Source: an optimization exercise on an open RTL-to-GDS flow (aim: small area). Production flows keep margins and buffers that such runs may drop. The RTL was checked by simulation tests, not by an equivalence proof against the original design. Power and IR drop assume default switching activity.

[design/flow/design.v]
`timescale 1ns / 1ps
module topModule(
    input         topCLK,
    input         rst,
    input         switch0,
    input         buttonUp,
    input         buttonDown,
    output        LED_Red,
    output        LED_Red2,
    output        LED_Blue,
    output        LED_Blue2,
    input         Temperature_SDA_in,
    output        Temperature_SDA_out,
    output        Temperature_SDA_oe,
    output        Temperature_SCL,
    output [6:0]  SEG,
    output [7:0]  AN
    );
    reg [8:0] a;
    reg h;
    reg [2:0] m;
    reg [4:0] bhi;
    reg [2:0] sel;
    reg [7:0] q;
    wire ce   = (a == 9'd478);
    wire m4   = (m == 3'd4);
    wire r9   = h & m4;
    wire dec  = ce & r9;
    always @(posedge topCLK) begin
        if (rst) begin
            a <= 9'h1FF;
            h <= 1'b0;
            m <= 3'd0;
            bhi <= 5'h1F;
            sel <= 3'd0;
            q <= 8'd0;
        end else begin
            a <= ce ? 9'h1FF : {a[7:0], a[8] ^ a[4]};
            if (ce) begin
                m <= m4 ? 3'd0 : m + 3'd1;
                if (m4)
                    h <= ~h;
            end
            if (dec) begin
                bhi <= (bhi == 5'd2) ? 5'h1F : {bhi[3:0], bhi[4] ^ bhi[2]};
                if (bhi == 5'd2)
                    sel <= sel + 3'd1;
                q <= (q == 8'd255) ? 8'd200 : q + 8'd1;
            end
        end
    end
    assign Temperature_SCL = ~q[0];
    assign Temperature_SDA_oe = (q < 8'd217) | (q == 8'd235) | (q == 8'd236) | (q >= 8'd253);
    reg sda_o;
    always @* begin
        case (q)
            8'd200: sda_o = ~h;
            8'd201: sda_o = h;
            8'd203: sda_o = ~h;
            8'd204, 8'd205, 8'd206: sda_o = 1'b0;
            8'd207: sda_o = h;
            8'd209: sda_o = ~h;
            8'd210: sda_o = 1'b0;
            8'd211: sda_o = h;
            8'd235, 8'd236: sda_o = 1'b0;
            default: sda_o = 1'b1;
        endcase
    end
    assign Temperature_SDA_out = sda_o;
    reg [7:0] acc;
    wire samp = dec & ~q[0] & ((q[7:4] == 4'hE & q[3:1] != 3'd6) | q == 8'd222);
    always @(posedge topCLK)
        if (samp)
            acc <= {acc[6:0], Temperature_SDA_in};
    reg [7:0] tc;
    always @(posedge topCLK)
        if (rst)
            tc <= 8'd0;
        else if (ce & (q >= 8'd253))
            tc <= acc;
    wire [7:0] c5k = tc / 5;
    wire [2:0] c5m = tc % 5;
    reg [1:0] c5g;
    always @* begin
        case (c5m)
            3'd0, 3'd1: c5g = 2'd0;
            3'd2: c5g = 2'd1;
            3'd3: c5g = 2'd2;
            default: c5g = 2'd3;
        endcase
    end
    wire [7:0] tf = tc + {c5k[5:0], 2'b00} + c5g + 8'd32;
    reg [7:0] vF, vC;
    reg bu_p, bd_p, db;
    wire [7:0] tsel = switch0 ? tc : tf;
    wire [7:0] spsel = switch0 ? vC : vF;
    wire up_act = (buttonUp == bu_p) & buttonUp & ~db;
    wire dn_act = (buttonDown == bd_p) & buttonDown & ~db;
    wire [7:0] spnew = dn_act ? spsel - 8'd1 : spsel + 8'd1;
    reg red, blue;
    always @(posedge topCLK) begin
        if (rst) begin
            vF <= 8'd80;
            vC <= 8'd15;
            bu_p <= 1'b0;
            bd_p <= 1'b0;
            db <= 1'b0;
            red <= 1'b0;
            blue <= 1'b0;
        end else begin
            if (up_act | dn_act) begin
                if (switch0) vC <= spnew;
                else vF <= spnew;
            end
            if (buttonDown != bd_p) db <= 1'b0;
            else if (buttonDown & ~db) db <= 1'b1;
            else if (buttonUp != bu_p) db <= 1'b0;
            else if (buttonUp & ~db) db <= 1'b1;
            bu_p <= buttonUp;
            bd_p <= buttonDown;
            red <= spsel > tsel;
            blue <= spsel < tsel;
        end
    end
    assign LED_Red = red;
    assign LED_Red2 = red;
    assign LED_Blue = blue;
    assign LED_Blue2 = blue;
    function [3:0] add3(input [3:0] x);
        add3 = (x >= 4'd5) ? x + 4'd3 : x;
    endfunction
    assign AN = ~(8'd1 << sel);
    wire [7:0] dv = sel[2] ? spsel : tsel;
    wire [3:0] s1 = add3({1'b0, dv[7:5]});
    wire [3:0] s2 = add3({s1[2:0], dv[4]});
    wire [3:0] s3 = add3({s2[2:0], dv[3]});
    wire [3:0] s4 = add3({s3[2:0], dv[2]});
    wire [3:0] s5 = add3({1'b0, s1[3], s2[3], s3[3]});
    wire [3:0] s6 = add3({s4[2:0], dv[1]});
    wire [3:0] s7 = add3({s5[2:0], s4[3]});
    wire [1:0] hun = {s5[3], s7[3]};
    wire [3:0] ones = {s6[2:0], dv[0]};
    wire [3:0] tens = {s7[2:0], s6[3]} + {hun, 1'b0} + {hun, 3'b000};
    wire [3:0] dig = sel[0] ? tens : ones;
    reg [6:0] dseg;
    always @* begin
        case (dig)
            4'd0: dseg = 7'b0000001;
            4'd1: dseg = 7'b1001111;
            4'd2: dseg = 7'b0010010;
            4'd3: dseg = 7'b0000110;
            4'd4: dseg = 7'b1001100;
            4'd5: dseg = 7'b0100100;
            4'd6: dseg = 7'b0100000;
            4'd7: dseg = 7'b0001111;
            4'd8: dseg = 7'b0000000;
            4'd9: dseg = 7'b0000100;
            default: dseg = 7'b1111111;
        endcase
    end
    assign SEG = sel[1] ? dseg : (sel[0] ? 7'b0011100 : (switch0 ? 7'b0110001 : 7'b0111000));
endmodule
[design/flow/flow/run.sh]
#!/bin/bash
# Standard synthesis, then the combinational logic re-mapped with a stronger
# ABC script (flip-flops untouched: same instances, names and cell types),
# then the standard layout from the re-mapped netlist.
set -euo pipefail
W=$(pwd)
R=$W/orfs/results/$FLOW_PLATFORM/topModule/base
LIB=$FLOW_HOME/platforms/$FLOW_PLATFORM/lib/sky130_fd_sc_hd__tt_025C_1v80.lib
YOSYS=$(command -v yosys || echo /OpenROAD-flow-scripts/tools/install/yosys/bin/yosys)

bash standard.sh "$R/1_2_yosys.v" > "$W/std_synth.log" 2>&1
cp "$R/1_2_yosys.v" "$W/std_1_2_yosys.v"

# Several ABC runs with different seeds in parallel; keep the smallest.
SEEDS="1 2 3 4"
for s in $SEEDS; do
  printf 'strash\n&get -n\n&deepsyn -T %s -S %s\n&put\ndch -f\namap\ntopo\n' "${DEEPSYN_T:-150}" "$s" > "$W/reopt_$s.abc"
  sed -e "s#@LIB@#$LIB#g" -e "s#@IN@#$W/std_1_2_yosys.v#" -e "s#@TOP@#$FLOW_TOP#" \
      -e "s#@ABC@#$W/reopt_$s.abc#" -e "s#@STAT0@#$W/reopt_stat_in_$s.txt#" \
      -e "s#@STAT@#$W/reopt_stat_$s.txt#" -e "s#@OUT@#$W/reopt_$s.v#" \
      "$W/flow/reopt.ys" > "$W/reopt_run_$s.ys"
  "$YOSYS" -l "$W/reopt_$s.log" -q "$W/reopt_run_$s.ys" > /dev/null 2>&1 &
done
wait
best=""; besta=""
for s in $SEEDS; do
  a=$(sed -n "s/.*Chip area for module '\\\\$FLOW_TOP': *\([0-9.]*\).*/\1/p" "$W/reopt_stat_$s.txt" | head -1)
  echo "seed $s area $a" >> "$W/reopt_choice.txt"
  if [[ -n "$a" ]] && { [[ -z "$besta" ]] || awk "BEGIN{exit !($a < $besta)}"; }; then best=$s; besta=$a; fi
done
echo "chosen seed $best area $besta" >> "$W/reopt_choice.txt"
cp "$W/reopt_$best.v" "$R/1_2_yosys.v"
touch "$R/1_2_yosys.sdc"

# Clock tree: as ORFS's default call, with clkbuf_8 only and without dummy loads.
CTS="-sink_clustering_enable -repair_clock_nets -buf_list sky130_fd_sc_hd__clkbuf_8 -dont_use_dummy_load"
bash standard.sh "BUFFER_PORTS_ARGS=-buffer_cell sky130_fd_sc_hd__buf_1" "CTS_ARGS=$CTS" finish > "$W/std_layout.log" 2>&1
[design/flow/flow/reopt.ys]
# Re-map the combinational logic of the standard synthesis netlist with a
# stronger ABC script. Flip-flops stay as they are (same instances, names
# and cell types); only the gates between them are rebuilt.
read_liberty -ignore_miss_func @LIB@
blackbox *__df* *__edf* *__sdf* *__sedf* *__dl*
read_verilog -defer @IN@
hierarchy -top @TOP@
flatten
opt_clean
tee -o @STAT0@ stat
abc -liberty @LIB@ -script @ABC@ -dont_use *lpflow* -dont_use *probe*
opt_clean -purge
hilomap -singleton -hicell sky130_fd_sc_hd__conb_1 HI -locell sky130_fd_sc_hd__conb_1 LO
splitnets
opt_clean -purge
rename -hide w:*$func$*
tee -o @STAT@ stat -liberty @LIB@
write_verilog -noattr -nohex -nodec @OUT@
[design/flow/standard.sh]
#!/bin/bash
# synth_recipe.tcl (not shown) runs the flow's synth.tcl, then flattens the netlist and writes it again
# the make line also repeats each setting of config.mk as NAME=value (left out here)
make -C /OpenROAD-flow-scripts/flow DESIGN_CONFIG=/design/flow/config.mk WORK_HOME=/design/flow/orfs CLKGATE_MAP_FILE= SYNTH_SCRIPT=/design/flow/synth_recipe.tcl "${@:-finish}"
[design/flow/config.mk]
export PLATFORM = sky130hd
export DESIGN_NAME = topModule
export DESIGN_NICKNAME = topModule
export VERILOG_FILES = /design/flow/design.v
export SDC_FILE = /design/flow/constraint.sdc
export NUM_CORES = 4
export LEC_CHECK = 0
export ABC_AREA = 1
export CAP_MARGIN = 5
export CORE_MARGIN = 2
export CORE_UTILIZATION = 55
export PLACE_DENSITY = 0.7
export SLEW_MARGIN = 5
[design/flow/constraint.sdc]
create_clock -name core_clock -period 20.0 [get_ports {topCLK}]
set_input_delay 4.0000 -clock core_clock [delete_from_list [all_inputs] [get_ports {topCLK}]]
set_output_delay 4.0000 -clock core_clock [all_outputs]
set_load 0.01 [all_outputs]
==> results.py, run 1 <==
metrics = {
    "global_routing": {
        "grt_pass1_wl_um": 14260,
        "grt_util_all_layers": 0.2390,
        "grt_pass1_vias": 3251,
        "grt_overflow": 0,
        "grt_antenna_before_repair": 0,
        "grt_max_degree": 36,
    },
    "sta": {
        "hold_viol": 0,
        "fin_crit_sh": 0.6625,
        "worst_slew_margin_rel": 0.4745,
        "setup_viol": 0,
        "slew_viol_final": 0,
        "worstMarginPinSlew_ns": 0.7783,
        "rsz0062_at_grt": "false",
        "hold_ws_ns": 0.4350,
        "fmax_ghz": 0.07548,
        "fin_skew_ns": 0.01791,
        "tns_ns": 0,
        "period_minus_slack_ns": 13.25,
    },
    "cts": {
        "clk-insertion-delay-late_ns": 0.33,
        "clk_pin_slew_worst_paths_ns": 0.06,
        "cts_resized": 0,
        "htreeDepth": 3,
        "clockBufferDepth": 2,
        "cts-buffers-inserted": 9,
        "hold_buffers": 0,
        "cts-root-buf": "clkbuf_8",
        "cts_tree": "yes",
        "postCtsSetupRepairBufs": 0,
        "cts_sinks": 66,
    },
    "place": {
        "dp_hpwl_um": 6174,
        "routabilityCongestion": 0.9060,
        "io_buffers": 27,
    },
    "routing": {
        "ant_nets": 0,
        "dr.pass1.iters": 6,
        "via_count": 3631,
        "drtIter0Drc": 185,
        "viasPerCell": 5.962,
        "drc": 0,
        "wl_um": 8219,
        "post_drt_wl_per_cell_um": 13.50,
    },
    "floorplanning": {
        "start_util": 0.5655,
        "die_x_um": 84.34,
        "die_height_um": 84.34,
        "core_area_um2": 6277,
        "io_pins": 28,
        "rows": 29,
        "dieArea_um2": 7112,
    },
    "finish": {
        "area_growth_pct": 9.693,
        "n_fill_cell": 588,
        "nets": 540,
        "multi_input_area_um2": 1841,
        "layout-drive-gt1-share": 0.02256,
        "num_antenna_cells": 0,
        "seqCellArea_um2": 1401,
    },
    "worst_setup_path": {
        "critPathLaunchType": "input port",
        "critPathMaxFanout": 20,
        "cp_data_required_time_ns": 16.00,
        "cp.arrival_ns": 9.25,
        "path_class": "in2out",
        "endpoint_kind": "output pin",
    },
    "power": {
        "p_clk_frac": 0.348,
        "p_switching_uw": 54.71,
        "intPower_uw": 180.9,
        "seqPwrFrac": 0.580,
        "ir_worst_vdd_mv": 0.04207,
        "combPwrFrac": 0.071,
        "p_leak_uw": 0.001268,
        "p_per_area_nw_per_um2": 60.51,
        "swShare": 0.2322,
    },
    "synthesis": {
        "synth.yosys.warnings": 1,
        "syn_area_um2": 3550,
        "syn_avg_cell_area_um2": 7.200,
        "postSynthCellCount": 493,
        "synth_nets": 499,
    },
    "run_status": {
        "status": "complete, no violations",
    },
    "flow_run": {
        "maxCapViolCount": 0,
    },
    "worst_hold_path": {
        "hold_class": "reg2reg",
    },
}
## critical path, cell delays in order
cell	delay (ns)
buf_1	0.08
buf_4	0.24
clkinv_1	0.43
o22ai_1	0.53
clkinv_1	0.28
a31oi_1	0.43
o21ai_0	0.27
a222oi_1	0.56
clkinv_1	0.20
nand2_1	0.09
o22ai_1	0.07
nor3b_1	0.50
clkinv_1	0.18
a2111oi_0	0.49
a21oi_1	0.16
o21ai_0	0.33
or3_1	0.19
o22ai_1	0.07
buf_1	0.14
## per-layer routing
| metal | vias up | share of wire | global-route usage |
|---|---|---|---|
| met2 | 92 | 0.47 | 0.3903 |
| met3 | 7 | 0.037 | 0.04425 |
| met1 | 1658 | 0.48 | 0.3266 |
| met4 | 0 | 0.0068 | 0.06638 |
| li1 | 1874 | - | - |
| met5 | - | 0 | 0 |
## cell usage in the layout, fill, tap and decap left out, drive strengths merged, types with 8 or more instances in the layout
| master | count |
|---|---|
| buf | 30 |
| nor3 | 28 |
| nand3 | 15 |
| dfxtp | 58 |
| or3 | 10 |
| a211oi | 13 |
| clkbuf | 9 |
| clkinv | 82 |
| nor2 | 89 |
| o22ai | 37 |
| nand2 | 38 |
| edfxtp | 8 |
| a21oi | 25 |
| o21ai | 25 |
## registers in the layout (all words and copies together), names as in the netlist, 3 cells and up
signal  flops
vC          8
a           9
sel         3
bhi         5
tc          8
vF          8
q           8
m           3
acc         8
## power groups by stage
stage	Sequential, µW	Clock (µW)	Combinational [µW]
2_1_floorplan	140	0	10.9
3_3_place_gp	140	0	16.5
3_5_place_dp	140	0	16.6
4_1_cts	137	84.7	16.7
5_1_grt	137	89.1	19.1
6_report	137	82.0	16.8
## metrics by stage
step	util	power [µW]	instances	area [µm²]	worst slack [ns]
after floorplan	-	150.5	493	3550	7.864
after global placement	0.6006	156.1	600	3770	7.167
after detailed placement	0.6006	156.2	600	3770	6.881
final	0.6203	235.6	609	3894	6.751
after CTS	0.6203	238.1	609	3894	6.861
after global routing	0.6203	245.0	609	3894	6.022
## cell type report
type,instances,share of cell area
multi-input combinational,345,0.4727
clock buffer,9,0.03181
sequential,66,0.3599
tap,77,0.02474
timing repair buffer,30,0.03181
inverter,82,0.07905
## worst paths after layout
kind / start / end / slack [ns] / cells after the start
worst min register to register: a[3]$_SDFF_PP1_ / a[4]$_SDFF_PP1_ / 0.43 / 1
worst max register to register: tc[7]$_SDFFE_PP0P_ / red$_SDFF_PP0_ / 15.62 / 22
worst max-delay path: switch0 / SEG[5] / 6.75 / 19
worst min-delay path: a[3]$_SDFF_PP1_ / a[4]$_SDFF_PP1_ / 0.43 / 1
==> run 2: changes to the inputs <==
==> design/flow/config.mk (replaced) <==
export PLATFORM = sky130hd
export DESIGN_NAME = topModule
export DESIGN_NICKNAME = topModule
export VERILOG_FILES = /design/flow/design.v
export SDC_FILE = /design/flow/constraint.sdc
export NUM_CORES = 4
export LEC_CHECK = 0
export ABC_AREA = 1
export CAP_MARGIN = 20
export CORE_MARGIN = 2
export CORE_UTILIZATION = 40
export SLEW_MARGIN = 20
==> run 2 against run 1 <==
  * Still clean
  * Clock power up 2.8%
  * Routed wire length up 4.2%
  * Worst hold slack about the same
  * Die area up 36%
  * Maximum frequency down 4.7%
  * Combinational power about the same
  * Non-clock buffer count down 1
  * Utilization down 17 points
  * First-iteration DRC count down 21%
  * Clock skew down 0.0049 ns
  * Critical path type unchanged
  * Largest cell class unchanged
  * Largest power group unchanged
==> results.py, run 2 <==
metrics = {
    "power": {
        "combPwrFrac": 0.070,
        "p_switching_uw": 56.88,
        "swShare": 0.2394,
        "ir_worst_vdd_mv": 0.04261,
        "p_leak_uw": 0.001263,
        "seqPwrFrac": 0.575,
        "p_clk_frac": 0.355,
        "intPower_uw": 180.7,
        "p_per_area_nw_per_um2": 60.54,
    },
    "worst_setup_path": {
        "reg2reg_from": "tc[7]$_SDFFE_PP0P_",
        "crit_family": "compound AO/OA/AOI/OAI gates",
        "path_class": "in2out",
        "r2r_slack_ns": 15.58,
        "worstPathCellList": "buf_1 -> clkinv_1 -> o21ai_0 -> o22ai_1 -> o21ai_0 -> nand2_1 -> clkinv_1 -> nor3_1 -> a31oi_1 -> clkinv_1 -> o21ai_0 -> a21oi_1 -> a222oi_1 -> clkinv_1 -> nand2_1 -> o22ai_1 -> nor3b_1 -> clkinv_1 -> a2111oi_0 -> a21oi_1 -> o21ai_0 -> or3_1 -> o22ai_1 -> buf_1",
        "cp.arrival_ns": 9.90,
        "crit_cells": 24,
        "critPathCapture": "SEG[5]",
        "cpMaxStageDelayCell": "buf_1",
        "critPathLaunchType": "input port",
        "crit_top_cell": "clkinv_1",
        "path_buf_inv": 7,
        "cp_data_required_time_ns": 16.00,
        "slowest_delay_ns": 0.66,
        "crit_start": "switch0",
        "critPathMaxFanout": 20,
        "r2r_cells": 22,
        "endpoint_kind": "output pin",
        "worstReg2RegEnd": "red$_SDFF_PP0_",
    },
    "place": {
        "io_buffers": 27,
        "routabilityCongestion": 0.8854,
        "dp_hpwl_um": 6365,
    },
    "finish": {
        "seqCellArea_um2": 1401,
        "utilization": 0.4523,
        "n_fill_cell": 923,
        "layout-drive-gt1-share": 0.02072,
        "regMostFlops": "a",
        "mostFrequentLayoutCell": "nor2_1",
        "layout_common_cells": "nor2_1 (89), clkinv_1 (82), dfxtp_1 (58)",
        "num_antenna_cells": 0,
        "multi_input_area_um2": 1841,
        "nets": 539,
        "area_growth_pct": 10.57,
        "largest_reg_flops": 9,
    },
    "sta": {
        "fin_crit_sh": 0.6949,
        "rsz0062_at_grt": "false",
        "worstMarginPinSlew_ns": 0.9022,
        "fin_skew_ns": 0.01306,
        "tns_ns": 0,
        "worst_slew_margin_rel": 0.3985,
        "setup_viol": 0,
        "period_minus_slack_ns": 13.90,
        "fmax_ghz": 0.07195,
        "hold_viol": 0,
        "slew_viol_final": 0,
    },
    "cts": {
        "clk_pin_slew_worst_paths_ns": 0.07,
        "clockBufferDepth": 2,
        "htreeDepth": 3,
        "cts_tree": "yes",
        "postCtsSetupRepairBufs": 0,
        "cts_resized": 0,
        "clk-insertion-delay-late_ns": 0.34,
        "hold_buffers": 0,
        "cts-buffers-inserted": 9,
        "cts_sinks": 66,
        "cts-root-buf": "clkbuf_8",
    },
    "global_routing": {
        "grt_pass1_vias": 3261,
        "grt_pass1_wl_um": 14840,
        "grt_util_all_layers": 0.1858,
        "grt_max_degree": 36,
        "grt_antenna_before_repair": 0,
        "grt_overflow": 0,
    },
    "routing": {
        "post_drt_wl_per_cell_um": 13.41,
        "via_count": 3561,
        "drc": 0,
        "viasPerCell": 5.573,
        "wl_um": 8568,
        "dr.pass1.iters": 7,
        "drtIter0Drc": 146,
        "ant_nets": 0,
    },
    "synthesis": {
        "syn_avg_cell_area_um2": 7.200,
        "synth.yosys.warnings": 1,
        "synth_nets": 499,
        "syn_area_um2": 3550,
        "postSynthCellCount": 493,
    },
    "floorplanning": {
        "core_area_um2": 8678,
        "rows": 34,
        "io_pins": 28,
        "die_x_um": 98.20,
        "die_height_um": 98.20,
        "dieArea_um2": 9643,
        "start_util": 0.4090,
    },
    "worst_hold_path": {
        "hold_depth": 1,
        "hold_class": "reg2reg",
    },
    "flow_run": {
        "maxCapViolCount": 0,
    },
    "run_status": {
        "status": "complete, no violations",
    },
}
## run 2: worst reg2reg max path: cells and delay by family, from the launching register on
family	cells	cell delay, ns
compound gates	9	2.03
simple gates	10	1.43
buf+inv	3	0.39
flops	1	0.42
## run 2: power by group through the flow
| stage | Sequential, µW | Combinational [µW] | Clock (µW) |
|---|---|---|---|
| 5_1_grt | 137 | 19.2 | 92.1 |
| 3_3_place_gp | 140 | 16.3 | 0 |
| 6_report | 137 | 16.6 | 84.3 |
| 3_5_place_dp | 140 | 16.5 | 0 |
| 2_1_floorplan | 140 | 10.9 | 0 |
| 4_1_cts | 137 | 16.6 | 86.8 |
## run 2: final cells by class
type                    instances  share of cell area
well taps                     108             0.03443
inverters                      82             0.07842
repair buffers                 29             0.02965
multi-input cells             345              0.4689
flip-flops and latches         66              0.3570
clock buffers                   9             0.03156
## run 2: per-layer routing
metal	global-route usage	vias to the layer above	wire [µm]
met4	0.06112	0	67
met3	0.03508	5	342
met2	0.3024	59	4012
met1	0.2498	1640	4145
li1	-	1857	-
met5	0	-	0
## run 2: per-stage QoR
stage	power, µW	std cells	hold WS [ns]	cell area, µm²	setup slack, ns
after floorplan	150.5	493	0.4089	3550	7.864
after global placement	155.8	630	0.4233	3801	6.673
after detailed placement	156.1	630	0.4223	3801	6.261
after CTS	240.0	639	0.4384	3925	6.270
after global routing	248.1	639	0.4438	3925	5.222
final	237.6	639	0.4345	3925	6.102
## run 2: how the worst min path moves through the flow
stage | from | to | slack (ns)
floorplan | a[7]$_SDFF_PP1_ | a[8]$_SDFF_PP1_ | 0.41
global placement | a[3]$_SDFF_PP1_ | a[4]$_SDFF_PP1_ | 0.42
detailed placement | a[7]$_SDFF_PP1_ | a[8]$_SDFF_PP1_ | 0.42
CTS | a[7]$_SDFF_PP1_ | a[8]$_SDFF_PP1_ | 0.44
global route | a[7]$_SDFF_PP1_ | a[8]$_SDFF_PP1_ | 0.44
finish | a[7]$_SDFF_PP1_ | a[8]$_SDFF_PP1_ | 0.43
==> run 3: changes to the inputs <==
--- a/design/flow/flow/run.sh
+++ b/design/flow/flow/run.sh
@@ -32,6 +32,6 @@
 cp "$W/reopt_$best.v" "$R/1_2_yosys.v"
 touch "$R/1_2_yosys.sdc"
 
-# Clock tree: as ORFS's default call, with clkbuf_8 only and without dummy loads.
-CTS="-sink_clustering_enable -repair_clock_nets -buf_list sky130_fd_sc_hd__clkbuf_8 -dont_use_dummy_load"
+# Clock tree: as ORFS's default call, with clkbuf_4 only and without dummy loads.
+CTS="-sink_clustering_enable -repair_clock_nets -buf_list sky130_fd_sc_hd__clkbuf_4 -dont_use_dummy_load"
 bash standard.sh "BUFFER_PORTS_ARGS=-buffer_cell sky130_fd_sc_hd__buf_1" "CTS_ARGS=$CTS" finish > "$W/std_layout.log" 2>&1
--- a/design/flow/config.mk
+++ b/design/flow/config.mk
@@ -8,5 +8,6 @@
 export ABC_AREA = 1
 export CAP_MARGIN = 20
 export CORE_MARGIN = 2
-export CORE_UTILIZATION = 40
+export CORE_UTILIZATION = 80
+export PLACE_DENSITY = 0.9
 export SLEW_MARGIN = 20
==> run 3 against run 2 <==
  * Critical path depth is 6 lower
  * Largest power group unchanged
  * Combinational power is 5% higher
  * Critical path type unchanged
  * Routed wire length is 14% higher
  * Design area is 3.2% lower
==> results.py, run 3 <==
metrics = {
    "run_status": {
        "status": "complete, no violations",
    },
    "synthesis": {
        "syn_avg_cell_area_um2": 7.200,
        "synth.yosys.warnings": 1,
        "synth_nets": 499,
        "postSynthCellCount": 493,
        "syn_area_um2": 3550,
    },
    "worst_setup_path": {
        "cpMaxStageDelayCell": "clkinv_1",
        "cp.arrival_ns": 9.78,
        "crit_top_cell": "clkinv_1",
        "crit_family": "compound AO/OA/AOI/OAI gates",
        "r2r_cells": 22,
        "crit_cells": 18,
        "worstPathCellList": "buf_1 -> clkinv_1 -> o22ai_1 -> clkinv_1 -> a31oi_1 -> o21ai_0 -> a222oi_1 -> clkinv_1 -> nand2_1 -> o22ai_1 -> nor3b_1 -> clkinv_1 -> a2111oi_0 -> a21oi_1 -> o21ai_0 -> or3_1 -> o22ai_1 -> buf_1",
        "path_buf_inv": 6,
        "critPathLaunchType": "input port",
        "endpoint_kind": "output pin",
        "path_class": "in2out",
        "slowest_delay_ns": 0.63,
        "cp_data_required_time_ns": 16.00,
        "critPathMaxFanout": 20,
    },
    "worst_hold_path": {
        "hold_class": "reg2reg",
        "hold_depth": 0,
    },
    "sta": {
        "worstMarginPinSlew_ns": 0.8601,
        "fin_crit_sh": 0.6892,
        "fmax_ghz": 0.07255,
        "worst_slack_ns": 6.216,
        "hold_viol": 0,
        "period_minus_slack_ns": 13.78,
        "fin_skew_ns": 0.03752,
        "tns_ns": 0,
        "worst_slew_margin_rel": 0.4193,
        "rsz0062_at_grt": "false",
        "hold_ws_ns": 0.4245,
        "slew_viol_final": 0,
        "setup_viol": 0,
    },
    "cts": {
        "clk-insertion-delay-late_ns": 0.43,
        "hold_buffers": 0,
        "cts_sinks": 66,
        "cts_resized": 0,
        "clk_pin_slew_worst_paths_ns": 0.12,
        "cts_tree": "yes",
        "clockBufferDepth": 2,
        "cts-buffers-inserted": 9,
        "cts-root-buf": "clkbuf_4",
        "postCtsSetupRepairBufs": 0,
        "htreeDepth": 3,
    },
    "routing": {
        "ant_nets": 0,
        "post_drt_wl_per_cell_um": 16.73,
        "dr.pass1.iters": 5,
        "drc": 0,
        "viasPerCell": 6.775,
        "via_count": 3950,
        "drtIter0Drc": 544,
        "wl_um": 9751,
    },
    "finish": {
        "seqCellArea_um2": 1401,
        "area_growth_pct": 7.014,
        "n_fill_cell": 235,
        "layout-drive-gt1-share": 0.02072,
        "mostFrequentLayoutCell": "nor2_1",
        "finalInstanceArea_um2": 3799,
        "regMostFlops": "a",
        "nets": 539,
        "largest_reg_flops": 9,
        "multi_input_area_um2": 1841,
        "layout_common_cells": "nor2_1 (89), clkinv_1 (82), dfxtp_1 (58)",
        "num_antenna_cells": 0,
    },
    "floorplanning": {
        "start_util": 0.8209,
        "die_height_um": 70.61,
        "core_area_um2": 4324,
        "io_pins": 28,
        "dieArea_um2": 4986,
        "die_x_um": 70.61,
        "rows": 24,
    },
    "global_routing": {
        "grt_util_all_layers": 0.4065,
        "grt_overflow": 0,
        "grt_pass1_wl_um": 16240,
        "grt_antenna_before_repair": 0,
        "grt_max_degree": 36,
        "grt_pass1_vias": 3499,
    },
    "power": {
        "combPwrFrac": 0.080,
        "seqPwrFrac": 0.624,
        "swShare": 0.2629,
        "p_leak_uw": 0.001240,
        "p_clk_frac": 0.296,
        "p_per_area_nw_per_um2": 57.66,
        "ir_worst_vdd_mv": 0.05590,
        "p_switching_uw": 57.59,
        "intPower_uw": 161.4,
    },
    "place": {
        "dpl_cell_area_um2": 3731,
        "dp_hpwl_um": 6526,
        "dp_slack_ns": 6.384,
        "io_buffers": 27,
        "routabilityCongestion": 0.9746,
    },
    "flow_run": {
        "maxCapViolCount": 0,
    },
}
run 3: cell count changes in the layout (fill, tap and decap cells not counted):
cell,change
clkbuf_4,+9
clkbuf_8,-9
run 3: final timing paths:
kind                                    startpoint          endpoint  slack (ns)
worst max-delay path                       switch0            SEG[5]        6.22
worst min-delay path              acc[5]$_DFFE_PP_  acc[6]$_DFFE_PP_        0.42
worst max register to register  tc[7]$_SDFFE_PP0P_    red$_SDFF_PP0_       15.58
worst min register to register    acc[5]$_DFFE_PP_  acc[6]$_DFFE_PP_        0.42
run 3: per-layer routing:
layer  part of all wire  GRT usage
met5                  0          0
met4              0.037     0.1887
met3              0.092    0.05698
met2               0.48     0.6698
met1               0.39     0.5354
run 3: power by group through the flow:
stage,combinational [µW],clock (µW),sequential (µW)
2_1_floorplan,10.9,0,140
3_3_place_gp,15.6,0,140
3_5_place_dp,16.5,0,140
4_1_cts,17.0,61.7,137
5_1_grt,19.1,65.8,137
6_report,17.5,64.8,137
run 3: layout make-up:
class | count | share of cell area
flip-flops and latches | 66 | 0.3689
repair buffers | 29 | 0.03063
inverters | 82 | 0.08103
well taps | 52 | 0.01713
multi-input cells | 345 | 0.4845
clock buffers | 9 | 0.01779
run 3: per-stage QoR:
stage               total power, µW    util  std cells
floorplan                     150.5       -        493
global placement              155.1  0.8628        574
detailed placement            156.1  0.8628        574
CTS                           215.3  0.8785        583
global route                  221.7  0.8785        583
finish                        219.0  0.8785        583
==> run 4: changes to the inputs <==
==> design/flow/flow/run.sh (replaced) <==
#!/bin/bash
# Standard synthesis, then the combinational logic re-mapped with a stronger
# ABC script (flip-flops untouched: same instances, names and cell types),
# then the standard layout from the re-mapped netlist.
set -euo pipefail
W=$(pwd)
R=$W/orfs/results/$FLOW_PLATFORM/topModule/base
LIB=$FLOW_HOME/platforms/$FLOW_PLATFORM/lib/sky130_fd_sc_hd__tt_025C_1v80.lib
YOSYS=$(command -v yosys || echo /OpenROAD-flow-scripts/tools/install/yosys/bin/yosys)

bash standard.sh "$R/1_2_yosys.v" > "$W/std_synth.log" 2>&1
cp "$R/1_2_yosys.v" "$W/std_1_2_yosys.v"

# Two rounds of ABC runs with different seeds in parallel, each round starting
# from the smallest netlist so far; keep the smallest.
area_of() { sed -n "s/.*Chip area for module '\\\\$FLOW_TOP': *\([0-9.]*\).*/\1/p" "$1" | head -1; }
cur="$W/std_1_2_yosys.v"
best=""; besta=""
for round in 1 2; do
  for s in 1 2 3 4; do
    t="r${round}s$s"
    printf 'strash\n&get -n\n&deepsyn -T %s -S %s\n&put\ndch -f\namap\ntopo\n' "${DEEPSYN_T:-120}" "$s" > "$W/reopt_$t.abc"
    sed -e "s#@LIB@#$LIB#g" -e "s#@IN@#$cur#" -e "s#@TOP@#$FLOW_TOP#" \
        -e "s#@ABC@#$W/reopt_$t.abc#" -e "s#@STAT0@#$W/reopt_stat_in_$t.txt#" \
        -e "s#@STAT@#$W/reopt_stat_$t.txt#" -e "s#@OUT@#$W/reopt_$t.v#" \
        "$W/flow/reopt.ys" > "$W/reopt_run_$t.ys"
    "$YOSYS" -l "$W/reopt_$t.log" -q "$W/reopt_run_$t.ys" > /dev/null 2>&1 &
  done
  wait
  for s in 1 2 3 4; do
    t="r${round}s$s"
    a=$(area_of "$W/reopt_stat_$t.txt" || true)
    echo "$t area $a" >> "$W/reopt_choice.txt"
    if [[ -n "$a" ]] && { [[ -z "$besta" ]] || awk "BEGIN{exit !($a < $besta)}"; }; then best=$t; besta=$a; fi
  done
  cur="$W/reopt_$best.v"
done
echo "chosen $best area $besta" >> "$W/reopt_choice.txt"
cp "$W/reopt_$best.v" "$R/1_2_yosys.v"
touch "$R/1_2_yosys.sdc"

# Clock tree: as ORFS's default call, with clkbuf_4 only and without dummy loads.
CTS="-sink_clustering_enable -repair_clock_nets -buf_list sky130_fd_sc_hd__clkbuf_4 -dont_use_dummy_load"
bash standard.sh "BUFFER_PORTS_ARGS=-buffer_cell sky130_fd_sc_hd__buf_1" "CTS_ARGS=$CTS" finish > "$W/std_layout.log" 2>&1
==> run 4 against run 3 <==
  * Flip-flop and latch count did not move
  * Clock-buffer cell count did not move
  * First-iteration DRC count fell by 19%
  * Highest routed layer unchanged
==> results.py, run 4 <==
metrics = {
    "run_status": {
        "status": "complete, no violations",
    },
    "routing": {
        "drtIter0Drc": 439,
        "viasPerCell": 6.596,
        "post_drt_wl_per_cell_um": 15.45,
        "via_count": 3740,
        "dr.pass1.iters": 5,
        "wl_um": 8759,
        "drc": 0,
        "ant_nets": 0,
    },
    "cts": {
        "clk-insertion-delay-late_ns": 0.42,
        "postCtsSetupRepairBufs": 0,
        "cts_resized": 0,
        "htreeDepth": 3,
        "cts-root-buf": "clkbuf_4",
        "cts_tree": "yes",
        "hold_buffers": 0,
        "cts_sinks": 66,
        "clk_pin_slew_worst_paths_ns": 0.08,
        "cts-buffers-inserted": 9,
        "clockBufferDepth": 2,
    },
    "power": {
        "p_leak_uw": 0.001236,
        "p_per_area_nw_per_um2": 58.24,
        "seqPwrFrac": 0.622,
        "p_switching_uw": 56.47,
        "intPower_uw": 163.3,
        "ir_worst_vdd_mv": 0.05706,
        "swShare": 0.2570,
        "combPwrFrac": 0.103,
        "p_clk_frac": 0.275,
    },
    "floorplanning": {
        "dieArea_um2": 4946,
        "io_pins": 28,
        "start_util": 0.8196,
        "core_area_um2": 4294,
        "die_height_um": 70.33,
        "die_x_um": 70.33,
        "rows": 24,
    },
    "sta": {
        "fin_skew_ns": 0.02744,
        "period_minus_slack_ns": 13.69,
        "hold_viol": 0,
        "fin_crit_sh": 0.6847,
        "rsz0062_at_grt": "false",
        "fmax_ghz": 0.07302,
        "slew_viol_final": 0,
        "worstMarginPinSlew_ns": 0.8158,
        "worst_slack_ns": 6.306,
        "worst_slew_margin_rel": 0.4561,
        "setup_viol": 0,
        "tns_ns": 0,
    },
    "worst_setup_path": {
        "reg2reg_from": "tc[5]$_SDFFE_PP0P_",
        "cp.arrival_ns": 9.69,
        "r2r_slack_ns": 13.54,
        "critPathLaunchType": "input port",
        "critPathMaxFanout": 19,
        "worstReg2RegEnd": "red$_SDFF_PP0_",
        "path_class": "in2out",
        "r2r_cells": 35,
        "cp_data_required_time_ns": 16.00,
        "endpoint_kind": "output pin",
    },
    "synthesis": {
        "synth.yosys.warnings": 1,
        "postSynthCellCount": 477,
        "synth_nets": 483,
        "syn_avg_cell_area_um2": 7.379,
        "syn_area_um2": 3520,
    },
    "finish": {
        "n_fill_cell": 234,
        "layout-drive-gt1-share": 0.02330,
        "area_growth_pct": 7.217,
        "largest_reg_flops": 9,
        "regMostFlops": "a",
        "num_antenna_cells": 0,
        "mostFrequentLayoutCell": "nor2_1",
        "nets": 523,
        "layout_common_cells": "nor2_1 (90), clkinv_1 (75), dfxtp_1 (58)",
    },
    "place": {
        "io_buffers": 27,
        "routabilityCongestion": 1.004,
        "dp_slack_ns": 6.568,
        "dp_hpwl_um": 6149,
    },
    "worst_hold_path": {
        "hold_class": "reg2reg",
        "min_to": "a[4]$_SDFF_PP1_",
        "hold_start": "a[3]$_SDFF_PP1_",
        "hold_depth": 2,
    },
    "global_routing": {
        "grt_pass1_vias": 3390,
        "grt_util_all_layers": 0.3562,
        "grt_antenna_before_repair": 0,
        "grt_overflow": 0,
        "grt_max_degree": 37,
        "grt_pass1_wl_um": 14370,
    },
    "flow_run": {
        "maxCapViolCount": 0,
    },
}
## run 4: worst max-delay path by stage
stage | cells after the start | slack, ns | to | start
floorplan | 22 | 7.96 | SEG[5] | switch0
global placement | 24 | 6.99 | SEG[5] | switch0
detailed placement | 24 | 6.57 | SEG[5] | switch0
CTS | 24 | 6.51 | SEG[5] | switch0
global route | 24 | 5.55 | SEG[5] | switch0
finish | 24 | 6.31 | SEG[5] | switch0
## run 4: per-stage QoR
stage / power, µW / instance area, µm² / utilization / std cells / hold slack, ns
after floorplan: 154.8 / 3520 / - / 477 / 0.4089
after global placement: 160.0 / 3701 / 0.8619 / 558 / 0.4241
after detailed placement: 161.2 / 3701 / 0.8619 / 558 / 0.4277
after CTS: 218.0 / 3769 / 0.8776 / 567 / 0.4518
after global routing: 225.4 / 3774 / 0.8788 / 567 / 0.4599
final: 219.8 / 3774 / 0.8788 / 567 / 0.4434
## run 4: final cells by class
cell class / instances / area (µm²) / area share
sequential: 66 / 1401 / 0.3714
timing repair buffer: 29 / 116.4 / 0.03084
tap: 52 / 65.06 / 0.01724
clock buffer: 9 / 67.56 / 0.01790
multi-input combinational: 336 / 1842 / 0.4881
inverter: 75 / 281.5 / 0.07460
## run 4: worst max-delay path, stage by stage
cell,delay [ns]
buf_1,0.60
clkinv_1,0.64
o22ai_1,0.47
clkinv_1,0.30
nor3_1,0.23
a31oi_1,0.12
nor2_1,0.19
clkinv_1,0.12
nand2_1,0.11
nor2_1,0.06
o32ai_1,0.28
nor2_1,0.10
or4_1,0.49
nor2_1,0.19
or2_0,0.15
a31oi_1,0.16
nor2b_1,0.19
a2111oi_0,0.45
a21oi_1,0.11
o21ai_0,0.26
clkinv_1,0.13
nand3b_1,0.12
o22ai_1,0.07
buf_1,0.15
## run 4: power by group through the flow
stage / Sequential, µW / Combinational, µW / Clock [µW]
2_1_floorplan: 140 / 15.1 / 0
3_3_place_gp: 140 / 20.3 / 0
3_5_place_dp: 140 / 21.5 / 0
4_1_cts: 137 / 22.0 / 59.4
5_1_grt: 137 / 25.0 / 63.6
6_report: 137 / 22.6 / 60.4
## run 4: routing by layer
metal	global-route usage	routed length, µm	vias to the layer above
met2	0.6342	4374	163
met3	0.04473	573	39
li1	-	-	1815
met5	0	0	-
met1	0.4227	3587	1723
met4	0.1667	223	0
==> run 5: changes to the inputs <==
--- a/design/flow/flow/run.sh
+++ b/design/flow/flow/run.sh
@@ -11,15 +11,21 @@
 bash standard.sh "$R/1_2_yosys.v" > "$W/std_synth.log" 2>&1
 cp "$R/1_2_yosys.v" "$W/std_1_2_yosys.v"
 
-# Two rounds of ABC runs with different seeds in parallel, each round starting
-# from the smallest netlist so far; keep the smallest.
+# Rounds of ABC runs (deepsyn with different seeds, then area mapping) in
+# parallel, each round starting from the smallest netlist so far; keep the
+# smallest.
 area_of() { sed -n "s/.*Chip area for module '\\\\$FLOW_TOP': *\([0-9.]*\).*/\1/p" "$1" | head -1; }
+MAPA="amap -F 2 -A 8 -C 2000"
+MAPB="amap -F 4 -A 16 -C 5000"
 cur="$W/std_1_2_yosys.v"
 best=""; besta=""
-for round in 1 2; do
-  for s in 1 2 3 4; do
-    t="r${round}s$s"
-    printf 'strash\n&get -n\n&deepsyn -T %s -S %s\n&put\ndch -f\namap\ntopo\n' "${DEEPSYN_T:-120}" "$s" > "$W/reopt_$t.abc"
+for round in 1 2 3; do
+  for j in 1 2 3 4; do
+    t="r${round}j$j"
+    seed=$(( (round - 1) * 4 + j ))
+    map="$MAPA"
+    if [[ $round -gt 1 && $((j % 2)) -eq 0 ]]; then map="$MAPB"; fi
+    printf 'strash\n&get -n\n&deepsyn -T %s -S %s\n&put\ndch -f\n%s\ntopo\n' "${DEEPSYN_T:-120}" "$seed" "$map" > "$W/reopt_$t.abc"
     sed -e "s#@LIB@#$LIB#g" -e "s#@IN@#$cur#" -e "s#@TOP@#$FLOW_TOP#" \
         -e "s#@ABC@#$W/reopt_$t.abc#" -e "s#@STAT0@#$W/reopt_stat_in_$t.txt#" \
         -e "s#@STAT@#$W/reopt_stat_$t.txt#" -e "s#@OUT@#$W/reopt_$t.v#" \
@@ -27,8 +33,8 @@
     "$YOSYS" -l "$W/reopt_$t.log" -q "$W/reopt_run_$t.ys" > /dev/null 2>&1 &
   done
   wait
-  for s in 1 2 3 4; do
-    t="r${round}s$s"
+  for j in 1 2 3 4; do
+    t="r${round}j$j"
     a=$(area_of "$W/reopt_stat_$t.txt" || true)
     echo "$t area $a" >> "$W/reopt_choice.txt"
     if [[ -n "$a" ]] && { [[ -z "$besta" ]] || awk "BEGIN{exit !($a < $besta)}"; }; then best=$t; besta=$a; fi
==> run 5 against run 4 <==
  * The flow now stops in 3_1_place_gp_skip_io
  * Synthesized cell count shrank 3.1%
  * Area after synthesis shrank 1.5%
==> results.py, run 5 <==
metrics = {
    "synthesis": {
        "postSynthCellCount": 462,
        "syn_area_um2": 3466,
        "synth_nets": 468,
        "synth.yosys.warnings": 1,
        "syn_avg_cell_area_um2": 7.502,
    },
    "run_status": {
        "lastStage": "3_1_place_gp_skip_io",
        "status": "did not finish",
        "error": "[ERROR GPL-0301] Utilization 100.216 % exceeds 100%.",
    },
    "floorplanning": {
        "die_x_um": 69.82,
        "rows": 23,
        "die_height_um": 69.82,
        "start_util": 0.8481,
    },
}
==> run 6: changes to the inputs <==
--- a/design/flow/flow/run.sh
+++ b/design/flow/flow/run.sh
@@ -25,7 +25,7 @@
     seed=$(( (round - 1) * 4 + j ))
     map="$MAPA"
     if [[ $round -gt 1 && $((j % 2)) -eq 0 ]]; then map="$MAPB"; fi
-    printf 'strash\n&get -n\n&deepsyn -T %s -S %s\n&put\ndch -f\n%s\ntopo\n' "${DEEPSYN_T:-120}" "$seed" "$map" > "$W/reopt_$t.abc"
+    printf 'strash\n&get -n\n&deepsyn -T %s -S %s\n&put\ndch -f\n%s\ntopo\n' "${DEEPSYN_T:-240}" "$seed" "$map" > "$W/reopt_$t.abc"
     sed -e "s#@LIB@#$LIB#g" -e "s#@IN@#$cur#" -e "s#@TOP@#$FLOW_TOP#" \
         -e "s#@ABC@#$W/reopt_$t.abc#" -e "s#@STAT0@#$W/reopt_stat_in_$t.txt#" \
         -e "s#@STAT@#$W/reopt_stat_$t.txt#" -e "s#@OUT@#$W/reopt_$t.v#" \
==> run 6 against run 5 <==
  * Area after synthesis is 0.90% higher
  * Now clean on timing, DRC and antenna
  * Synthesized cell count rose by 3.0%
==> results.py, run 6 <==
metrics = {
    "run_status": {
        "status": "complete, no violations",
    },
    "finish": {
        "layout-drive-gt1-share": 0.02330,
        "n_fill_cell": 239,
        "regMostFlops": "a",
        "mostFrequentLayoutCell": "nor2_1",
        "layout_common_cells": "nor2_1 (83), clkinv_1 (72), dfxtp_1 (58)",
        "area_growth_pct": 7.335,
        "finalInstanceArea_um2": 3754,
        "num_antenna_cells": 0,
        "largest_reg_flops": 9,
        "nets": 523,
    },
    "power": {
        "p_per_area_nw_per_um2": 58.09,
        "ir_worst_vdd_mv": 0.05427,
        "p_leak_uw": 0.001219,
    },
    "cts": {
        "cts_sinks": 66,
        "clockBufferDepth": 2,
        "clk_pin_slew_worst_paths_ns": 0.09,
        "cts_resized": 0,
        "hold_buffers": 0,
        "clk-insertion-delay-late_ns": 0.41,
        "cts-root-buf": "clkbuf_4",
        "htreeDepth": 3,
        "cts-buffers-inserted": 9,
        "postCtsSetupRepairBufs": 0,
        "cts_tree": "yes",
    },
    "floorplanning": {
        "io_pins": 28,
        "dieArea_um2": 4916,
        "start_util": 0.8144,
        "die_height_um": 70.12,
        "core_area_um2": 4294,
        "rows": 24,
        "die_x_um": 70.12,
    },
    "synthesis": {
        "syn_avg_cell_area_um2": 7.347,
        "synth.yosys.warnings": 1,
        "postSynthCellCount": 476,
        "syn_area_um2": 3497,
        "synth_nets": 482,
    },
    "sta": {
        "rsz0062_at_grt": "false",
        "fin_crit_sh": 0.6751,
        "slew_viol_final": 0,
        "fin_skew_ns": 0.01878,
        "setup_viol": 0,
        "hold_viol": 0,
        "worstMarginPinSlew_ns": 0.8027,
        "fmax_ghz": 0.07406,
        "worst_slew_margin_rel": 0.4649,
        "period_minus_slack_ns": 13.50,
        "tns_ns": 0,
    },
    "worst_setup_path": {
        "cp.arrival_ns": 9.50,
        "endpoint_kind": "output pin",
        "slowest_delay_ns": 0.60,
        "cpMaxStageDelayCell": "clkinv_1",
        "crit_start": "switch0",
        "r2r_cells": 24,
        "critPathMaxFanout": 19,
        "path_class": "in2out",
        "worstReg2RegEnd": "blue$_SDFF_PP0_",
        "critPathLaunchType": "input port",
        "r2r_slack_ns": 15.21,
        "path_buf_inv": 6,
        "reg2reg_from": "tc[5]$_SDFFE_PP0P_",
        "crit_family": "compound AO/OA/AOI/OAI gates",
        "critPathCapture": "SEG[5]",
        "crit_cells": 24,
        "worstPathCellList": "buf_1 -> clkinv_1 -> a21oi_1 -> nor2_1 -> nor2_1 -> nor2_1 -> a21oi_1 -> o22ai_1 -> o22ai_1 -> clkinv_1 -> o21ai_0 -> o32ai_1 -> a32oi_1 -> o21ai_0 -> a21oi_1 -> clkinv_1 -> or2_0 -> a211oi_1 -> clkinv_1 -> o21a_1 -> o21ai_0 -> or3_1 -> o21ai_0 -> buf_1",
        "cp_data_required_time_ns": 16.00,
    },
    "routing": {
        "viasPerCell": 6.720,
        "drc": 0,
        "drtIter0Drc": 352,
        "ant_nets": 0,
        "post_drt_wl_per_cell_um": 15.87,
        "dr.pass1.iters": 5,
        "via_count": 3810,
        "wl_um": 8999,
    },
    "global_routing": {
        "grt_antenna_before_repair": 0,
        "grt_pass1_vias": 3441,
        "grt_util_all_layers": 0.3842,
        "grt_pass1_wl_um": 15340,
        "grt_max_degree": 34,
        "grt_overflow": 0,
    },
    "place": {
        "routabilityCongestion": 1.079,
        "dpl_cell_area_um2": 3686,
        "dp_hpwl_um": 6418,
        "io_buffers": 27,
    },
    "worst_hold_path": {
        "hold_class": "reg2reg",
        "hold_start": "a[7]$_SDFF_PP1_",
    },
    "flow_run": {
        "maxCapViolCount": 0,
    },
}
## run 6: report_power, final
group	leakage (µW)	switching [µW]	internal (µW)
sequential	0.000543	1.54	136
clock	0.0000414	40.7	20.9
combinational	0.000635	13.4	5.94
total	0.00122	55.6	162
## run 6: worst min-delay path by stage
| stage | slack [ns] | endpoint | depth (start not counted) |
|---|---|---|---|
| floorplan | 0.41 | a[7]$_SDFF_PP1_ | 1 |
| global placement | 0.42 | a[8]$_SDFF_PP1_ | 1 |
| detailed placement | 0.43 | a[8]$_SDFF_PP1_ | 1 |
| CTS | 0.45 | a[8]$_SDFF_PP1_ | 1 |
| global route | 0.47 | a[6]$_SDFF_PP1_ | 1 |
| finish | 0.45 | a[8]$_SDFF_PP1_ | 1 |
## run 6: metal layers
metal | global-route usage | wire [µm] | vias up
met2 | 0.6656 | 4482 | 240
met1 | 0.4723 | 3613 | 1712
met3 | 0.07937 | 660 | 34
met5 | 0 | 0 | -
met4 | 0.1410 | 242 | 0
li1 | - | - | 1824
## run 6: final cells by class
type | instances | area (µm²) | share of cell area
well taps | 52 | 65.06 | 0.01733
repair buffers | 30 | 123.9 | 0.03300
inverters | 72 | 270.3 | 0.07200
multi-input cells | 338 | 1826 | 0.4863
flip-flops and latches | 66 | 1401 | 0.3733
clock buffers | 9 | 67.56 | 0.01800
## run 6: metrics by stage
step	hold WS, ns	setup WS (ns)	cells	total power, µW	utilization
6_report	0.4523	6.497	567	218.0	0.8741
5_1_grt	0.4714	5.901	567	224.4	0.8741
4_1_cts	0.4465	6.633	567	215.8	0.8741
3_5_place_dp	0.4329	6.692	558	158.6	0.8584
3_3_place_gp	0.4189	7.048	558	157.6	0.8584
2_1_floorplan	0.4089	8.103	476	152.6	-
## run 6: worst reg2reg max path, cell delays in order, from the launching register on
cell and delay, ns:
dfxtp_1 0.44, clkinv_1 0.20, nor3_1 0.38, nor3_1 0.12, clkinv_1 0.08, a21oi_1 0.05, a31oi_1 0.37, o21ai_0 0.29
o311ai_0 0.46, nor2b_1 0.24, nor3_1 0.08, a21oi_1 0.26, nor2_1 0.07, nor2_1 0.12, nor2_1 0.05, a21oi_1 0.12
o22ai_1 0.12, nor2_1 0.23, o22ai_1 0.11, nand2_1 0.08, o221ai_1 0.10, a222oi_1 0.30, nor2_1 0.13, a31oi_1 0.19
nor2_1 0.06
==> run 7: changes to the inputs <==
--- a/design/flow/config.mk
+++ b/design/flow/config.mk
@@ -8,6 +8,6 @@
 export ABC_AREA = 1
 export CAP_MARGIN = 20
 export CORE_MARGIN = 2
-export CORE_UTILIZATION = 80
+export CORE_UTILIZATION = 76
 export PLACE_DENSITY = 0.9
 export SLEW_MARGIN = 20
==> run 7 against run 6 <==
  * Design area unchanged
  * Still clean
  * First-iteration DRC count shrank 4.3%
  * Power decreased by 0.53%
  * Synthesized cell count stayed put
  * Register-to-register slack improved by 0.02 ns
  * Combinational power is essentially flat
  * Routed wire length fell by 1.8%
  * Flip-flop and latch count stayed put
  * Clock-buffer cell count stayed put
  * Final cell count did not move
  * Sequential power barely moved
==> results.py, run 7 <==
metrics = {
    "finish": {
        "mostFrequentLayoutCell": "nor2_1",
        "regMostFlops": "a",
        "area_growth_pct": 7.335,
        "largest_reg_flops": 9,
        "layout-drive-gt1-share": 0.02330,
        "n_fill_cell": 261,
        "fin_cells": 567,
        "nets": 523,
        "utilization": 0.8562,
        "num_antenna_cells": 0,
        "layout_common_cells": "nor2_1 (83), clkinv_1 (72), dfxtp_1 (58)",
    },
    "cts": {
        "postCtsSetupRepairBufs": 0,
        "cts-root-buf": "clkbuf_4",
        "hold_buffers": 0,
        "cts_tree": "yes",
        "htreeDepth": 3,
        "clk_pin_slew_worst_paths_ns": 0.11,
        "cts_resized": 0,
        "cts_sinks": 66,
        "cts-buffers-inserted": 9,
        "clockBufferDepth": 2,
        "clk-insertion-delay-late_ns": 0.41,
    },
    "synthesis": {
        "synth_nets": 482,
        "synth.yosys.warnings": 1,
        "syn_area_um2": 3497,
        "syn_avg_cell_area_um2": 7.347,
        "postSynthCellCount": 476,
    },
    "worst_setup_path": {
        "r2r_slack_ns": 15.23,
        "critPathLaunchType": "input port",
        "endpoint_kind": "output pin",
        "cp_data_required_time_ns": 16.00,
        "critPathMaxFanout": 19,
        "worstReg2RegEnd": "blue$_SDFF_PP0_",
        "r2r_cells": 24,
        "cp.arrival_ns": 9.58,
        "path_class": "in2out",
        "reg2reg_from": "tc[5]$_SDFFE_PP0P_",
    },
    "sta": {
        "worstMarginPinSlew_ns": 0.8203,
        "fin_skew_ns": 0.03306,
        "slew_viol_final": 0,
        "worst_slew_margin_rel": 0.4531,
        "fin_crit_sh": 0.6790,
        "tns_ns": 0,
        "hold_viol": 0,
        "period_minus_slack_ns": 13.58,
        "rsz0062_at_grt": "false",
        "fmax_ghz": 0.07364,
        "setup_viol": 0,
    },
    "worst_hold_path": {
        "min_to": "acc[3]$_DFFE_PP_",
        "hold_start": "acc[2]$_DFFE_PP_",
        "hold_depth": 0,
        "hold_class": "reg2reg",
    },
    "routing": {
        "drc": 0,
        "post_drt_wl_per_cell_um": 15.59,
        "dr.pass1.iters": 6,
        "via_count": 3753,
        "ant_nets": 0,
        "drtIter0Drc": 337,
        "viasPerCell": 6.619,
        "wl_um": 8838,
    },
    "place": {
        "io_buffers": 27,
        "place_inst": 558,
        "routabilityCongestion": 1.063,
        "dp_hpwl_um": 6609,
    },
    "floorplanning": {
        "core_area_um2": 4384,
        "io_pins": 28,
        "rows": 24,
        "start_util": 0.7977,
        "die_height_um": 71.84,
        "dieArea_um2": 5160,
        "die_x_um": 71.84,
    },
    "flow_run": {
        "maxCapViolCount": 0,
    },
    "global_routing": {
        "grt_util_all_layers": 0.3666,
        "grt_overflow": 0,
        "grt_max_degree": 34,
        "grt_pass1_wl_um": 14970,
        "grt_pass1_vias": 3387,
        "grt_antenna_before_repair": 0,
    },
    "power": {
        "p_per_area_nw_per_um2": 57.78,
        "ir_worst_vdd_mv": 0.07384,
        "p_leak_uw": 0.001219,
    },
    "run_status": {
        "status": "complete, no violations",
    },
}
run 7: cell type report:
type	instances	area [µm²]	share of cell area
Sequential cell	66	1401	0.3733
Inverter	72	270.3	0.07200
Timing Repair Buffer	30	123.9	0.03300
Clock buffer	9	67.56	0.01800
Tap cell	52	65.06	0.01733
Multi-Input combinational cell	338	1826	0.4863
run 7: where the power goes:
group | switching, µW | internal, µW | total, µW
combinational | 13.4 | 5.94 | 19.3
sequential | 1.49 | 136 | 137
clock | 39.6 | 20.9 | 60.4
total | 54.4 | 162 | 217
run 7: metal layers:
metal,vias to the layer above,track usage,share of wire
met1,1715,0.4426,0.41
li1,1823,-,-
met4,0,0.1761,0.038
met5,-,0,0
met2,169,0.6368,0.49
met3,46,0.05767,0.062
run 7: per-stage QoR:
stage / setup slack, ns / hold slack, ns / total power (µW) / instance area (µm²)
finish: 6.420 / 0.4333 / 216.9 / 3754
detailed placement: 6.686 / 0.4222 / 158.8 / 3686
global route: 5.769 / 0.4515 / 223.4 / 3754
floorplan: 8.103 / 0.4089 / 152.6 / 3497
CTS: 6.665 / 0.4378 / 215.7 / 3754
global placement: 7.013 / 0.4185 / 157.6 / 3686
run 7: worst max path at each step:
stage / start / end / slack [ns] / depth (start not counted)
after floorplan: switch0 / SEG[5] / 8.10 / 22
after global placement: switch0 / SEG[5] / 7.01 / 24
after detailed placement: switch0 / SEG[5] / 6.69 / 24
after CTS: switch0 / SEG[5] / 6.67 / 24
after global routing: switch0 / SEG[5] / 5.77 / 24
final: switch0 / SEG[5] / 6.42 / 24
run 7: worst max-delay path, cell delays in order:
cell      delay, ns
buf_1          0.60
clkinv_1       0.62
a21oi_1        0.44
nor2_1         0.07
nor2_1         0.15
nor2_1         0.06
a21oi_1        0.12
o22ai_1        0.12
o22ai_1        0.30
clkinv_1       0.14
o21ai_0        0.32
o32ai_1        0.14
a32oi_1        0.37
o21ai_0        0.21
a21oi_1        0.31
clkinv_1       0.13
or2_0          0.24
a211oi_1       0.28
clkinv_1       0.11
o21a_1         0.20
o21ai_0        0.27
or3_1          0.17
o21ai_0        0.07
buf_1          0.14

-- port drivers added, routing unchanged --
Ports are ideal in the flow. The routed layouts listed here were re-timed in OpenROAD. Step 1 sets driving cells, clkbuf_16 on the clock port and buf_2 on the other inputs (assumed; they add their load-dependent delay and slew). Step 2 adds t to the input delays and takes it off the output delays; t is the mean of the earliest and latest rising clock arrival at the registers after step 1. Input paths then give back, and output paths get back, about the clock's delay inside the block. Slacks: no drivers / after step 1 / after step 2; pairs: no drivers / after step 1.
| run | t (ns) | setup slack, ns | hold WS [ns] | slew at the worst register clock pin (ns) |
|---|---|---|---|---|
| run 1 | 0.351 | 6.751 / 6.720 / 6.720 | 0.435 / 0.435 / 0.435 | 0.07 / 0.07 |
| run 2 | 0.366 | 6.102 / 6.071 / 6.071 | 0.435 / 0.435 / 0.435 | 0.07 / 0.07 |
| run 3 | 0.439 | 6.216 / 6.185 / 6.185 | 0.424 / 0.424 / 0.424 | 0.12 / 0.12 |
| run 4 | 0.426 | 6.306 / 6.278 / 6.278 | 0.443 / 0.443 / 0.443 | 0.10 / 0.10 |
| run 6 | 0.429 | 6.497 / 6.454 / 6.454 | 0.452 / 0.452 / 0.452 | 0.10 / 0.10 |
| run 7 | 0.416 | 6.420 / 6.384 / 6.384 | 0.433 / 0.433 / 0.433 | 0.11 / 0.11 |
After both steps every run listed still meets setup and hold. The setup slack of run 6, which loses most, moves by -0.043 ns with the drivers and by -0.043 ns with both steps.
